From an optimization exercise on the open Yosys and OpenROAD flow, aimed at small area; shortcuts taken in it are not production practice.
Only simulation tests tie the RTL to the original design; equivalence was not proved.

==> flow/design.v (outline; a module is shown in full before it is edited, if it fits) <==
// module synapse: 1780 lines
module synapse #(
    parameter DW = 16, T_DW = 4
)(
    input wire clk,
    input wire rst,
    input wire en,
    input wire [DW - 1 : 0] weights_w,
    input wire write_enable,
    output reg [DW - 1 : 0] weights_r,
    input wire read_enable,
    input wire pre_spiking,
    output reg signed [DW - 1 : 0] spking_value,
    output reg post_en,
    input wire update_en,
    input wire signed [DW - 1 : 0] learning_rate
);
  // ...
==> flow/flow/run.sh <==
#!/bin/bash
# Own layout flow: the standard flow, with two extra steps after the
# standard synthesis, each kept only if ABC's cec finds the result
# equivalent to the standard netlist (registers as cut points):
#  1. polarity.py re-chooses the polarity of the full-adder cells (a full
#     adder is self-dual) and of some simple gates to drop inverters;
#  2. resyn.sh re-maps the logic between the adders and registers with an
#     area-oriented ABC script.
# Each tool's output goes to a log file of its own in this folder.
set -euo pipefail
R=orfs/results/${FLOW_PLATFORM:-sky130hd}/synapse/base
TOP=${FLOW_TOP:-synapse}
bash standard.sh synth > std_synth.log 2>&1
cp $R/1_2_yosys.v synth_standard.v
cur=synth_standard.v
if python3 flow/polarity.py $cur synth_polarity.v > polarity.log 2>&1 \
   && bash flow/cec.sh synth_standard.v synth_polarity.v $TOP > cec_polarity.log 2>&1 \
   && grep -q "Networks are equivalent" cec_polarity.log; then
  cur=synth_polarity.v
fi
if bash flow/resyn.sh $cur synth_resyn.v $TOP > resyn.log 2>&1 \
   && bash flow/cec.sh synth_standard.v synth_resyn.v $TOP > cec_resyn.log 2>&1 \
   && grep -q "Networks are equivalent" cec_resyn.log; then
  cur=synth_resyn.v
fi
echo "netlist used: $cur" > netlist_used.log
if [[ $cur != synth_standard.v ]]; then
  sleep 1
  cp $cur $R/1_2_yosys.v
fi
bash standard.sh > std_layout.log 2>&1
==> flow/flow/cec.sh <==
#!/bin/bash
# cec.sh A.v B.v TOP: combinational equivalence of two mapped netlists with
# the same registers (register outputs and inputs are cut points), ABC cec.
set -euo pipefail
L=${FLOW_HOME:-/OpenROAD-flow-scripts/flow}/platforms/sky130hd/lib/sky130_fd_sc_hd__tt_025C_1v80.lib
D=$(mktemp -d -p .)
for x in A B; do
  f=$1; [ $x = B ] && f=$2
  yosys -q -l cec_yosys_${2%.v}_$x.log -p "
read_liberty -ignore_miss_func $L
read_verilog $f
hierarchy -top $3
flatten; proc; opt_clean
techmap; opt_clean
setundef -zero
write_blif $D/$x.blif
"
done
yosys-abc -c "cec $D/A.blif $D/B.blif"
rm -rf $D
==> flow/flow/polarity.py <==
"""Polarity optimisation of a mapped sky130 netlist.

A full adder is self-dual: FA(~a, ~b, ~c) = (~sum, ~cout).  Synthesis leaves
many inverters between full-adder cells.  This script chooses, for every fa
cell, whether it works on true or complemented signals, and for some simple
gates whether they drive the true or the complemented value (xor2 <-> xnor2,
nand2 <-> and2, ...), so that the inverters plus the gate changes cost the
least area; then it rebuilds the inverters.  The logic function is
unchanged; registers and ports are untouched.

usage: polarity.py IN.v OUT.v"""
import re
import sys
import random

src = open(sys.argv[1]).read()

cell_re = re.compile(r'^(\s*)sky130_fd_sc_hd__(\w+)\s+(\S+)\s*\((.*?)\);\n', re.S | re.M)
pin_re = re.compile(r'\.(\w+)\(([^()]*)\)')
OUTPINS = {"X", "Y", "Q", "Q_N", "SUM", "COUT", "HI", "LO"}
INV_AREA = 3.7536
# gate -> (complementary gate, its output pin, area change)
DUAL = {}
def dual(a, pa, area_a, b, pb, area_b):
    DUAL[a] = (b, pb, area_b - area_a, pa)
    DUAL[b] = (a, pa, area_a - area_b, pb)
dual("xor2_1", "X", 8.7584, "xnor2_1", "Y", 8.7584)
dual("nand2_1", "Y", 3.7536, "and2_1", "X", 6.256)
dual("nor2_1", "Y", 3.7536, "or2_1", "X", 6.256)
dual("a21oi_1", "Y", 5.0048, "a21o_1", "X", 7.5072)
dual("o21ai_0", "Y", 5.0048, "o21a_1", "X", 7.5072)
dual("nand3_1", "Y", 5.0048, "and3_1", "X", 6.256)
dual("nor3_1", "Y", 5.0048, "or3_1", "X", 6.256)


def esc(n):
    return n + " " if n.startswith("\\") else n


def is_const(n):
    return bool(re.match(r"^\d+'[bh][01xz]+$", n))


cells = []
for m in cell_re.finditer(src):
    pins = [(p, n.strip()) for p, n in pin_re.findall(m.group(4))]
    cells.append(dict(type=m.group(2), name=m.group(3), pins=pins, span=m.span(), indent=m.group(1)))

assign_re = re.compile(r'^\s*assign\s+(.+?)\s*=\s*(.+?)\s*;\s*$', re.M)
assigns = [(m.group(1).strip(), m.group(2).strip(), m.span()) for m in assign_re.finditer(src)]

driver = {}
for i, c in enumerate(cells):
    for p, n in c['pins']:
        if p in OUTPINS:
            driver[n] = (i, p)

pinned = set()
for lhs, rhs, _ in assigns:
    pinned.add(lhs)
    pinned.add(rhs)
port_names = set()
for m in re.finditer(r'^\s*(input|output|inout)\s+(?:\[[^\]]*\]\s*)?([^;]+);', src, re.M):
    for nm in m.group(2).split(','):
        port_names.add(nm.strip())


def base_name(n):
    return re.sub(r'\s*\[\d+\]$', '', n)


def is_port(n):
    return base_name(n) in port_names or n in port_names


removable = set()
for i, c in enumerate(cells):
    if c['type'].startswith(('inv_', 'clkinv_')):
        y = dict(c['pins'])['Y']
        if y not in pinned and not is_port(y):
            removable.add(i)


def resolve(n):
    par = 0
    for _ in range(100):
        if n in driver and driver[n][0] in removable:
            n = dict(cells[driver[n][0]]['pins'])['A']
            par ^= 1
        else:
            break
    return n, par


# flippable objects: fa cells (inputs and outputs flip) and dual gates (output flips)
FA_IN = ("A", "B", "CIN")
objs = []            # (cell index, kind)
obj_of = {}
for i, c in enumerate(cells):
    if i in removable:
        continue
    if c['type'].startswith('fa_'):
        obj_of[i] = len(objs)
        objs.append((i, 'fa'))
    elif c['type'] in DUAL:
        outn = [n for p, n in c['pins'] if p in OUTPINS][0]
        if outn not in pinned and not is_port(outn):
            obj_of[i] = len(objs)
            objs.append((i, 'gate'))
flip = [0] * len(objs)
flip_cost = [0.0 if k == 'fa' else DUAL[cells[i]['type']][2] for i, k in objs]

consumers = []
cons_by_root = {}
for i, c in enumerate(cells):
    if i in removable:
        continue
    for p, n in c['pins']:
        if p in OUTPINS or is_const(n) or n == '':
            continue
        r, par = resolve(n)
        fk = obj_of.get(i) if (p in FA_IN and c['type'].startswith('fa_')) else None
        consumers.append((i, p, r, par, fk))
        cons_by_root.setdefault(r, []).append(len(consumers) - 1)
for k, (lhs, rhs, _) in enumerate(assigns):
    if is_const(rhs):
        continue
    r, par = resolve(rhs)
    consumers.append((('assign', k), None, r, par, None))
    cons_by_root.setdefault(r, []).append(len(consumers) - 1)


def avail(r):
    d = driver.get(r)
    if d is not None and d[0] in obj_of:
        return flip[obj_of[d[0]]]
    return 0


def root_cost(r):
    a = avail(r)
    for ci in cons_by_root.get(r, ()):
        _, _, _, par, fk = consumers[ci]
        if par ^ (flip[fk] if fk is not None else 0) != a:
            return INV_AREA
    return 0.0


obj_roots = []
for i, kind in objs:
    c = cells[i]
    rs = set(n for p, n in c['pins'] if p in OUTPINS)
    if kind == 'fa':
        for p, n in c['pins']:
            if p in FA_IN and not is_const(n):
                rs.add(resolve(n)[0])
    obj_roots.append([r for r in rs if r in cons_by_root or r in driver])


def total():
    return sum(root_cost(r) for r in cons_by_root) + sum(f * c for f, c in zip(flip, flip_cost))


def local_search(rng, temp0):
    cur = total()
    best, best_flip = cur, list(flip)
    steps = 40 * len(objs)
    for s in range(steps):
        temp = temp0 * (1 - s / steps)
        k = rng.randrange(len(objs))
        rs = obj_roots[k]
        c0 = sum(root_cost(r) for r in rs) + flip[k] * flip_cost[k]
        flip[k] ^= 1
        c1 = sum(root_cost(r) for r in rs) + flip[k] * flip_cost[k]
        d = c1 - c0
        if d < -1e-9 or (temp > 0 and rng.random() < pow(2.718, -max(d, 0) / temp)):
            cur += d
            if cur < best - 1e-9:
                best, best_flip = cur, list(flip)
        else:
            flip[k] ^= 1
    return best, best_flip


start = len(removable) * INV_AREA
best_all, best_flip_all = total(), list(flip)
for seed in range(6):
    rng = random.Random(seed)
    for k in range(len(objs)):
        flip[k] = 0 if seed == 0 else rng.randrange(2)
    b, bf = local_search(rng, 0.0 if seed == 0 else 4.0)
    if b < best_all:
        best_all, best_flip_all = b, bf
flip[:] = best_flip_all
nflip_fa = sum(f for f, (i, k) in zip(flip, objs) if k == 'fa')
nflip_g = sum(f for f, (i, k) in zip(flip, objs) if k == 'gate')
sys.stderr.write("polarity: %d fa, %d gates; flipped %d fa, %d gates; inverter+gate area %.1f -> %.1f\n"
                 % (sum(1 for o in objs if o[1] == 'fa'), sum(1 for o in objs if o[1] == 'gate'),
                    nflip_fa, nflip_g, start, total()))

# rebuild
new_inv = {}
new_cells = []
counter = [0]
tag = 0
while "pol%d_" % tag in src:
    tag += 1
PFX = "pol%d_" % tag


def net_for(r, need):
    if need == avail(r):
        return r
    if r not in new_inv:
        counter[0] += 1
        nm = "%sinv_%d_" % (PFX, counter[0])
        new_inv[r] = nm
        new_cells.append("  sky130_fd_sc_hd__inv_1 %scell_%d_ (\n    .A(%s),\n    .Y(%s)\n  );\n"
                         % (PFX, counter[0], esc(r), nm))
    return new_inv[r]


edits = []
for i in removable:
    edits.append((cells[i]['span'][0], cells[i]['span'][1], ""))
newpins = {}
for (i, p, r, par, fk) in consumers:
    need = par ^ (flip[fk] if fk is not None else 0)
    nm = net_for(r, need)
    if isinstance(i, tuple):
        lhs, rhs, span = assigns[i[1]]
        if nm != rhs:
            lead = "\n" if src[span[0]] == "\n" else ""
            edits.append((span[0], span[1], "%s  assign %s = %s;" % (lead, esc(lhs), esc(nm))))
    else:
        newpins.setdefault(i, {})[p] = nm
for k, (i, kind) in enumerate(objs):
    if flip[k] and kind == 'fa':
        for p, n in cells[i]['pins']:
            if p in FA_IN and is_const(n):
                newpins.setdefault(i, {})[p] = "1'h1" if n.endswith("0") else "1'h0"
for i in set(newpins) | set(i for k, (i, kind) in enumerate(objs) if flip[k] and kind == 'gate'):
    c = cells[i]
    typ = c['type']
    pins = list(c['pins'])
    pm = newpins.get(i, {})
    pins = [(p, pm.get(p, n)) for p, n in pins]
    k = obj_of.get(i)
    if k is not None and flip[k] and objs[k][1] == 'gate':
        ntyp, npin, _, opin = DUAL[typ]
        pins = [((npin if p == opin else p), n) for p, n in pins]
        typ = ntyp
    if typ == c['type'] and pins == c['pins']:
        continue
    text = "%ssky130_fd_sc_hd__%s %s (\n%s\n%s);\n" % (
        c['indent'], typ, c['name'], ",\n".join("    .%s(%s)" % (p, esc(n)) for p, n in pins), c['indent'])
    edits.append((c['span'][0], c['span'][1], text))

edits.sort()
out = []
pos = 0
for s, e, t in edits:
    assert s >= pos, "overlapping edits"
    out.append(src[pos:s])
    out.append(t)
    pos = e
out.append(src[pos:])
res = "".join(out)
decl = "".join("  wire %s;\n" % nm for nm in new_inv.values())
idx = res.rfind("endmodule")
res = res[:idx] + decl + "".join(new_cells) + res[idx:]
open(sys.argv[2], "w").write(res)
==> flow/flow/resyn.abc <==
strash
dc2
dch -f
map -a
mfs2
strash
dch -f
map -a
topo
dnsize
==> flow/flow/resyn.sh <==
#!/bin/bash
# resyn.sh IN.v OUT.v TOP: re-map the combinational logic of a mapped netlist
# with an area-oriented ABC script. Full adders, half adders, flip-flops and
# tie cells are kept as they are (so every register keeps its cell and name);
# the logic between them is read as the library's cell functions and mapped
# again onto the platform's cells, leaving out its don't-use cells.
set -euo pipefail
FH=${FLOW_HOME:-/OpenROAD-flow-scripts/flow}
L=$FH/platforms/sky130hd/lib/sky130_fd_sc_hd__tt_025C_1v80.lib
DU=$(sed -n '/^export DONT_USE_CELLS += /,/^#/p' $FH/platforms/sky130hd/config.mk \
     | grep -o "sky130_fd_sc_hd__[a-z0-9_]*" | sed 's/^/-dont_use /' | tr '\n' ' ')
printf 'set_driving_cell sky130_fd_sc_hd__buf_1\nset_load 5\n' > resyn_abc.constr
yosys -q -l resyn_yosys.log -p "
read_liberty -ignore_miss_func $L
setattr -mod -set keep_hierarchy 1 sky130_fd_sc_hd__fa_1 sky130_fd_sc_hd__ha_1 sky130_fd_sc_hd__dfxtp_1 sky130_fd_sc_hd__conb_1
read_verilog $1
hierarchy -top $3
flatten
opt_clean
abc -D 10000 -liberty $L $DU -constr resyn_abc.constr -script flow/resyn.abc
opt_clean -purge
select $3
write_verilog -noattr -selected $2
"
==> flow/standard.sh <==
#!/bin/bash
# synth_recipe.tcl (not shown) runs the flow's synth.tcl, then flattens the netlist and writes it again
# the make line also repeats each setting of config.mk as NAME=value (left out here)
make -C /OpenROAD-flow-scripts/flow DESIGN_CONFIG=/design/flow/config.mk WORK_HOME=/design/flow/orfs CLKGATE_MAP_FILE= SYNTH_SCRIPT=/design/flow/synth_recipe.tcl "${@:-finish}"
==> flow/config.mk <==
export PLATFORM = sky130hd
export DESIGN_NAME = synapse
export DESIGN_NICKNAME = synapse
export VERILOG_FILES = /design/flow/design.v
export SDC_FILE = /design/flow/constraint.sdc
export NUM_CORES = 4
export LEC_CHECK = 0
export ABC_AREA = 1
export CAP_MARGIN = 0
export CORE_MARGIN = 2
export CORE_UTILIZATION = 55
export CTS_BUF_LIST = sky130_fd_sc_hd__clkbuf_8
export CTS_CLUSTER_DIAMETER = 60
export CTS_CLUSTER_SIZE = 16
export PLACE_DENSITY = 0.7
export SLEW_MARGIN = 0
==> flow/constraint.sdc <==
create_clock -name core_clock -period 10.0 [get_ports {clk}]
set_input_delay 2.0000 -clock core_clock [delete_from_list [all_inputs] [get_ports {clk}]]
set_output_delay 2.0000 -clock core_clock [all_outputs]
set_load 0.01 [all_outputs]
==> run_results.csv, run 1 <==
group,metric,value,unit
global_routing,grt_max_degree,67,
hold_path,min_from,"delay_for_mul1",
critical_path,cpMostUsedCell,"fa_1",
critical_path,cp_num_cells,29,
clock_network,clock-sinks,204,
floorplan,die_x,194,um
logic_synthesis,yosysWarnings,1,
layout,seq_cell_count,204,
floorplan,fp.dieH,194,um
global_routing,top_usage_layer,"met2",
logic_synthesis,synthCells,2240,
route,post_drt_wl_per_cell,20.0,um
route,drtAntennaViolNets,0,
place,gp_congestion,0.965,
clock_network,root_buffer,"clkbuf_8",
hold_path,hold_class,"register to register",
global_routing,antenna_found_initial,0,
clock_network,cts_resized,0,
layout,seq_area_share,18.4,%
route,highest_layer,"met4",
hold_path,hold_end,"delay_for_mul2",
clock_network,hold_buffers,0,
floorplan,io_pins,72,
sta,relSlewSlack,25.2,%
critical_path,startpoint,"xb[1]",
critical_path,crit_end,"diff_trace[14]",
layout,clock_buffers,26,
critical_path,slowest_delay,0.54,ns
logic_synthesis,synth_area,19800,um^2
critical_path,rr_worst_depth,29,
sta,finalWorstSetupSlack,0.410,ns
critical_path,cp-start-kind,"register",
layout,buf_share,5.21,%
critical_path,critical_path_class,"register to register",
logic_synthesis,synth.avg_cell_area,8.83,um^2
place,place_ws,0.305,ns
outcome,outcome,"no timing/DRC/antenna violations",
global_routing,grt_pass1_wl,93700,um
route,detail_route.drc_violations,0,
global_routing,use_met1,39.1,%
==> run 2, diff against run 1 <==
--- a/flow/config.mk
+++ b/flow/config.mk
@@ -11,5 +11,5 @@
 export CORE_UTILIZATION = 55
-export CTS_BUF_LIST = sky130_fd_sc_hd__clkbuf_8
-export CTS_CLUSTER_DIAMETER = 60
-export CTS_CLUSTER_SIZE = 16
+export CTS_BUF_LIST = sky130_fd_sc_hd__clkbuf_16
+export CTS_CLUSTER_DIAMETER = 80
+export CTS_CLUSTER_SIZE = 30
 export PLACE_DENSITY = 0.7
==> run_results.csv, run 2 <==
group,metric,value,unit
critical_path,reg2reg_from,"xa[1]",
global_routing,grt_pass1_wl,93300,um
sta,max_freq,0.105,GHz
sta,hold_violations,0,
critical_path,crit_fanout,3,
layout,final_cell_mix,"nand2_1, fa_1, clkinv_1, xor2_1, o21ai_0",
sta,rsz0062_at_grt,"no",
critical_path,cp-start-kind,"register",
route,drtIter0Drc,1300,
clock_network,clk_pin_slew,0.09,ns
critical_path,cp.arrival,9.90,ns
route,routed-wl-met3,3330,um
sta,fin_skew,0.0441,ns
global_routing,first_global_vias,17400,
floorplan,dieArea,37500,um^2
job,maxCapViolations,0,
logic_synthesis,yosysWarnings,1,
clock_network,numCtsBuffers,17,
sta,finalWorstSetupSlack,0.471,ns
critical_path,critical_path_class,"register to register",
sta,setup_viol,0,
outcome,outcome,"no timing/DRC/antenna violations",
route,wl_met1,22700,um
floorplan,fp.dieH,194,um
clock_network,root_buffer,"clkbuf_16",
route,drtAntennaViolNets,0,
critical_path,slowest_delay,0.56,ns
logic_synthesis,synth_nets,2653,
place,gp_congestion,0.965,
route,wl_met2,27600,um
critical_path,required,10.37,ns
route,detail_route.drc_violations,0,
route,via_per_inst,5.86,
place,port_buffers,71,
layout,syn_to_final_growth,11.8,%
global_routing,grt_overflow_total,0,
hold_path,min_from,"delay_for_mul1",
clock_network,cts.path.max_buffers,3,
route,post_drt_wl_per_cell,20.0,um
route,via_count,16800,
layout,drive_gt1_share,4.54,%
sta,period_needed,9.53,ns
critical_path,startpoint,"xa[1]",
sta,relSlewSlack,25.5,%
global_routing,grt_max_degree,67,
place,place_ws,0.305,ns
route,highest_layer,"met4",
sta,worst-slew-pin-transition,1.12,ns
sta,drv_slew,0,
floorplan,io_pins,72,
floorplan,core,35500,um^2
floorplan,die_x,194,um
logic_synthesis,synthCells,2240,
global_routing,antenna_found_initial,0,
clock_network,htree_num_levels,1,
layout,layout_commonest_cell,"nand2_1",
global_routing,grt_use_total,31.2,%
logic_synthesis,synth_area,19800,um^2
clock_network,clock_latency,0.52,ns
floorplan,initial_core_util,55.7,%
critical_path,cpMostUsedCell,"fa_1",
clock_network,cts_tree,"yes",
floorplan,rows,69,
logic_synthesis,synth.avg_cell_area,8.83,um^2
layout,final_nets,2802,
critical_path,cp_slowest_cell,"fa_1",
layout,diodes,0,
sta,post-route-period-util,95.3,%
clock_network,hold_buffers,0,
place,dp.cells,2830,
sta,tns,0,ns
layout,fillers,3144,
layout,final_cells,2860,
critical_path,crit_path_end_kind,"register",
clock_network,clock-sinks,204,
hold_path,hold_class,"register to register",
place,hpwl,44800,um
route,drtPass1Iterations,8,
route,drt-total-wl,57200,um
## run 2: routing by layer
layer  up-vias  track usage, %
li1       7824               -
met1      8137            39.2
met5         -               0
met4         0            16.9
met3       146            3.44
met2       665            52.9
## run 2: layout make-up
type	count	area, um^2	area share [%]
multi-input combinational	1783	14800	66.9
sequential	204	4080	18.5
timing repair buffer	130	1150	5.20
inverter	253	951	4.30
tap	461	577	2.61
clock buffer	17	425	1.92
clock inverter	12	128	0.577
## run 2: repair_timing
action	4_1_cts	5_1_grt
buffers inserted	0	1
gates resized for setup	0	3
hold endpoints to repair	0	0
setup endpoints to repair	0	2
## run 2: final timing paths
check                   endpoint  slack [ns]  cells past startpoint
setup / recovery  diff_trace[14]        0.47                     29
hold / removal    delay_for_mul2        0.46                      2
setup reg to reg  diff_trace[14]        0.47                     29
hold reg to reg   delay_for_mul2        0.46                      2
## run 2: metrics by stage
stage	util [%]	cell area, um^2	hold slack [ns]
final	62.3	22100	0.457
after global routing	62.3	22100	0.475
after CTS	62.2	22100	0.459
after detailed placement	60.7	21500	0.451
after global placement	60.7	21500	0.440
after floorplan	-	19800	0.422
## run 2: worst max-delay path, delay by kind of cell (launching register included)
kind            cells  cell delay, ns
fa+ha+maj          18            7.63
compound gates      8            1.05
flops               1            0.38
buf+inv             2            0.20
simple gates        1            0.14
==> run 3, diff against run 2 <==
--- a/flow/flow/run.sh
+++ b/flow/flow/run.sh
@@ -7,3 +7,3 @@
 #  2. resyn.sh re-maps the logic between the adders and registers with an
-#     area-oriented ABC script.
+#     area-oriented ABC script, twice (the second pass still finds savings).
 # Each tool's output goes to a log file of its own in this folder.
@@ -20,7 +20,9 @@
 fi
-if bash flow/resyn.sh $cur synth_resyn.v $TOP > resyn.log 2>&1 \
-   && bash flow/cec.sh synth_standard.v synth_resyn.v $TOP > cec_resyn.log 2>&1 \
-   && grep -q "Networks are equivalent" cec_resyn.log; then
-  cur=synth_resyn.v
-fi
+for pass in 1 2; do
+  if bash flow/resyn.sh $cur synth_resyn$pass.v $TOP > resyn$pass.log 2>&1 \
+     && bash flow/cec.sh synth_standard.v synth_resyn$pass.v $TOP > cec_resyn$pass.log 2>&1 \
+     && grep -q "Networks are equivalent" cec_resyn$pass.log; then
+    cur=synth_resyn$pass.v
+  fi
+done
 echo "netlist used: $cur" > netlist_used.log
--- a/flow/flow/resyn.sh
+++ b/flow/flow/resyn.sh
@@ -12,3 +12,3 @@
 printf 'set_driving_cell sky130_fd_sc_hd__buf_1\nset_load 5\n' > resyn_abc.constr
-yosys -q -l resyn_yosys.log -p "
+yosys -q -l resyn_yosys_$(basename $2 .v).log -p "
 read_liberty -ignore_miss_func $L
--- a/flow/config.mk
+++ b/flow/config.mk
@@ -10,3 +10,3 @@
 export CORE_MARGIN = 2
-export CORE_UTILIZATION = 55
+export CORE_UTILIZATION = 65
 export CTS_BUF_LIST = sky130_fd_sc_hd__clkbuf_16
@@ -14,3 +14,3 @@
 export CTS_CLUSTER_SIZE = 30
-export PLACE_DENSITY = 0.7
+export PLACE_DENSITY = 0.8
 export SLEW_MARGIN = 0
==> run_results.csv, run 3 <==
group,metric,value,unit
outcome,outcome,"no timing/DRC/antenna violations",
critical_path,cp.arrival,9.91,ns
clock_network,clk_pin_slew,0.10,ns
logic_synthesis,synthCells,2209,
route,drtAntennaViolNets,0,
layout,drive_gt1_share,4.82,%
layout,fin_util,73.7,%
layout,multiInputGateArea,14700,um^2
critical_path,critical_path_class,"register to register",
clock_network,cts_resized,0,
route,via_per_inst,6.30,
critical_path,reg2reg_from,"xa[1]",
logic_synthesis,synth_nets,2622,
layout,syn_to_final_growth,11.5,%
critical_path,slowest_delay,0.57,ns
sta,rsz0062_at_grt,"no",
sta,hold_violations,0,
route,drtIter0Drc,1772,
layout,final_nets,2770,
floorplan,fp.dieH,178,um
global_routing,grt_use_total,38.7,%
critical_path,cp-start-kind,"register",
hold_path,hold_depth,2,
critical_path,r2r_setup_slack,0.45,ns
layout,final_cell_mix,"nand2_1, fa_1, clkinv_1, xor2_1, o21ai_0",
route,post_drt_wl_per_cell,21.4,um
critical_path,timing.rr.end,"diff_trace[14]",
layout,final-seq-area,4080,um^2
critical_path,crit_fanout,3,
sta,drv_slew,0,
critical_path,required,10.37,ns
logic_synthesis,yosysWarnings,1,
clock_network,root_buffer,"clkbuf_16",
clock_network,numCtsBuffers,15,
floorplan,rows,63,
critical_path,cpMostUsedCell,"fa_1",
clock_network,clock_latency,0.52,ns
clock_network,hold_buffers,0,
sta,relSlewSlack,13.6,%
floorplan,dieArea,31600,um^2
layout,fillers,2268,
logic_synthesis,synth.avg_cell_area,8.88,um^2
clock_network,cts_tree,"yes",
layout,diodes,0,
global_routing,antenna_found_initial,0,
layout,layout_commonest_cell,"nand2_1",
floorplan,die_x,178,um
floorplan,initial_core_util,66.1,%
route,drt-total-wl,59000,um
global_routing,grt_overflow_total,0,
route,drtPass1Iterations,6,
sta,fin_hold_ws,0.470,ns
clock_network,postCtsSetupBuffers,0,
hold_path,min_from,"weights_r[2]",
place,port_buffers,71,
clock_network,clock-sinks,204,
sta,setup_viol,0,
sta,worst-slew-pin-transition,1.30,ns
clock_network,htree_num_levels,1,
logic_synthesis,synth_area,19600,um^2
job,maxCapViolations,0,
sta,period_needed,9.55,ns
global_routing,grt_pass1_wl,94800,um
floorplan,io_pins,72,
place,hpwl,45200,um
route,via_count,17400,
sta,post-route-period-util,95.5,%
sta,tns,0,ns
clock_network,cts.path.max_buffers,3,
global_routing,grt_max_degree,58,
global_routing,first_global_vias,17700,
place,gp_congestion,1.01,
critical_path,rr_worst_depth,29,
sta,fin_skew,0.0450,ns
hold_path,hold_class,"register to register",
critical_path,cp_slowest_cell,"fa_1",
floorplan,core,29600,um^2
route,detail_route.drc_violations,0,
critical_path,crit_path_end_kind,"register",
hold_path,hold_end,"weights_r[2]",
sta,max_freq,0.105,GHz
==> run 3: final cells by class <==
type	instances	area share, %
clock buffers	15	1.72
clock inverters	8	0.635
inverters	239	4.12
multi-input cells	1766	67.2
flip-flops and latches	204	18.7
well taps	390	2.23
repair buffers	131	5.43
==> run 3: routing by layer <==
metal	vias up	track usage [%]	part of all wire, %
met3	255	5.59	8.3
met2	994	65.4	48
met5	-	0	0
li1	7734	-	-
met4	0	22.7	7.0
met1	8369	47.2	36
==> run 3: worst max-delay path by stage <==
stage | slack [ns] | end | startpoint | cells after the start
4_1_cts | 0.28 | diff_trace[14] | xa[1] | 29
2_1_floorplan | 0.02 | zb[13] | fsm_state[1] | 32
6_report | 0.45 | diff_trace[14] | xa[1] | 29
3_5_place_dp | 0.31 | diff_trace[14] | xa[1] | 29
3_3_place_gp | 0.46 | diff_trace[14] | xa[1] | 29
5_1_grt | 0.007 | diff_trace[14] | xa[1] | 30
==> run 3: critical path: cells and delay by family (launching register included) <==
kind | cells | cell delay, ns
AOI/OAI and AO/OA | 7 | 0.93
DFF | 1 | 0.40
and+or+nand+nor | 1 | 0.09
adders and majority gates | 18 | 7.75
buffers and inverters | 3 | 0.25
==> run 3: stage by stage <==
stage                     std cells  setup WS [ns]  cell area, um^2
after floorplan                2209         0.0193            19600
after global placement         2730          0.463            21300
after detailed placement       2730          0.311            21300
after CTS                      2753          0.283            21800
after global routing           2753        0.00693            21900
final                          2753          0.451            21900
==> run 4, diff against run 3 <==
--- a/flow/config.mk
+++ b/flow/config.mk
@@ -10,3 +10,3 @@
 export CORE_MARGIN = 2
-export CORE_UTILIZATION = 65
+export CORE_UTILIZATION = 55
 export CTS_BUF_LIST = sky130_fd_sc_hd__clkbuf_16
@@ -14,3 +14,3 @@
 export CTS_CLUSTER_SIZE = 30
-export PLACE_DENSITY = 0.8
+export PLACE_DENSITY = 0.7
 export SLEW_MARGIN = 0
==> run_results.csv, run 4 <==
group,metric,value,unit
clock_network,clock-sinks,204,
floorplan,dieArea,37200,um^2
sta,tns,0,ns
logic_synthesis,synthCells,2209,
critical_path,required,10.37,ns
floorplan,io_pins,72,
route,post_drt_wl_per_cell,20.4,um
layout,fillers,3092,
sta,finalWorstSetupSlack,0.475,ns
place,place_ws,0.284,ns
layout,layout_commonest_cell,"nand2_1",
global_routing,antenna_found_initial,0,
sta,rsz0062_at_grt,"no",
clock_network,hold_buffers,0,
global_routing,top_usage_layer,"met2",
sta,fin_hold_ws,0.462,ns
sta,period_needed,9.52,ns
place,port_buffers,71,
route,drtPass1Iterations,5,
critical_path,cp_slowest_cell,"fa_1",
sta,setup_viol,0,
layout,diodes,0,
clock_network,root_buffer,"clkbuf_16",
hold_path,hold_class,"register to register",
floorplan,rows,69,
place,gp_congestion,0.985,
global_routing,first_global_vias,17100,
floorplan,initial_core_util,55.5,%
sta,worst-slew-pin-transition,1.41,ns
layout,final_cell_mix,"nand2_1, fa_1, clkinv_1, xor2_1, o21ai_0",
global_routing,grt_overflow_total,0,
layout,final_nets,2770,
global_routing,use_met3,2.95,%
route,detail_route.drc_violations,0,
clock_network,numCtsBuffers,15,
global_routing,grt_max_degree,57,
layout,multiInputGateArea,14700,um^2
floorplan,die_x,193,um
sta,max_freq,0.105,GHz
critical_path,slowest_delay,0.55,ns
clock_network,htree_num_levels,1,
floorplan,fp.dieH,193,um
critical_path,cp.arrival,9.89,ns
global_routing,grt_use_total,32.1,%
job,maxCapViolations,0,
logic_synthesis,synth_area,19600,um^2
logic_synthesis,synth.avg_cell_area,8.88,um^2
global_routing,use_met1,39.8,%
global_routing,grtUsageMet2,55.2,%
logic_synthesis,synth_nets,2622,
clock_network,clk_pin_slew,0.09,ns
outcome,outcome,"no timing/DRC/antenna violations",
route,drt-total-wl,57700,um
logic_synthesis,yosysWarnings,1,
sta,post-route-period-util,95.2,%
critical_path,crit_path_end_kind,"register",
clock_network,cts.path.max_buffers,3,
route,drtIter0Drc,1181,
global_routing,grt_pass1_wl,92400,um
sta,hold_violations,0,
layout,final-seq-area,4080,um^2
clock_network,cts_tree,"yes",
critical_path,cp-start-kind,"register",
clock_network,clock_latency,0.50,ns
layout,drive_gt1_share,4.86,%
sta,relSlewSlack,5.64,%
critical_path,critical_path_class,"register to register",
place,hpwl,44900,um
sta,fin_skew,0.0297,ns
critical_path,crit_fanout,3,
sta,drv_slew,0,
route,via_count,16700,
layout,syn_to_final_growth,12.0,%
route,via_per_inst,5.90,
route,drtAntennaViolNets,0,
floorplan,core,35300,um^2
critical_path,cpMostUsedCell,"fa_1",
run 4: metal layers:
metal / vias to the layer above / share of wire, %
met2: 643 / 49
li1: 7718 / -
met1: 8139 / 40
met3: 172 / 5.6
met4: 0 / 5.9
met5: - / 0
run 4: through the flow:
step	cells	instance area (um^2)	util, %
2_1_floorplan	2209	19600	-
3_3_place_gp	2801	21400	60.6
3_5_place_dp	2801	21400	60.6
4_1_cts	2826	21900	62.2
5_1_grt	2826	22000	62.2
6_report	2826	22000	62.2
run 4: final cells by class:
type	instances	area share, %
clock buffer	15	1.71
clock inverter	10	0.735
inverter	239	4.10
multi-input combinational	1766	66.9
sequential	204	18.6
tap	461	2.63
timing repair buffer	131	5.29
run 4: worst paths after layout:
path,start,cells past startpoint,endpoint,slack [ns]
worst max-delay path,xa[1],29,diff_trace[14],0.48
worst min register to register,delay_for_mul2,2,delay_for_mul2,0.46
worst max register to register,xa[1],29,diff_trace[14],0.48
worst min-delay path,delay_for_mul2,2,delay_for_mul2,0.46
run 4: worst max-delay path: cells and delay by family, from the launching register on:
family | cells | cell delay, ns
fa+ha+maj | 18 | 7.69
compound gates | 7 | 0.99
flops | 1 | 0.38
buf+inv | 3 | 0.23
simple gates | 1 | 0.09
run 4: repair_timing:
action / 4_1_cts / 5_1_grt
resized for setup: 0 / 2
buffers inserted: 0 / 0
setup endpoints to repair: 0 / 1

what the ideal ports hide:
Ports are ideal in the flow. The routed layouts listed here were re-timed in OpenROAD.
Step 1: set_driving_cell puts a clkbuf_16 on clk and a buf_2 on each other input, an assumption about the parent block.
Step 2 also shifts input and output timing later by t, the mid clock arrival at the registers, as if the neighbouring blocks saw the same clock.
a / b / c = ideal ports / drivers / drivers and shift; a / b = the first two.
| run | shift t [ns] | setup slack, ns | worst setup path after step 2 |
|---|---|---|---|
| run 1 | 0.654 | 0.410 / 0.410 / 0.410 | register to register |
| run 2 | 0.554 | 0.471 / 0.471 / 0.471 | register to register |
| run 3 | 0.555 | 0.451 / 0.451 / 0.451 | register to register |
| run 4 | 0.538 | 0.475 / 0.475 / 0.475 | register to register |
After both steps every run listed still meets setup and hold.
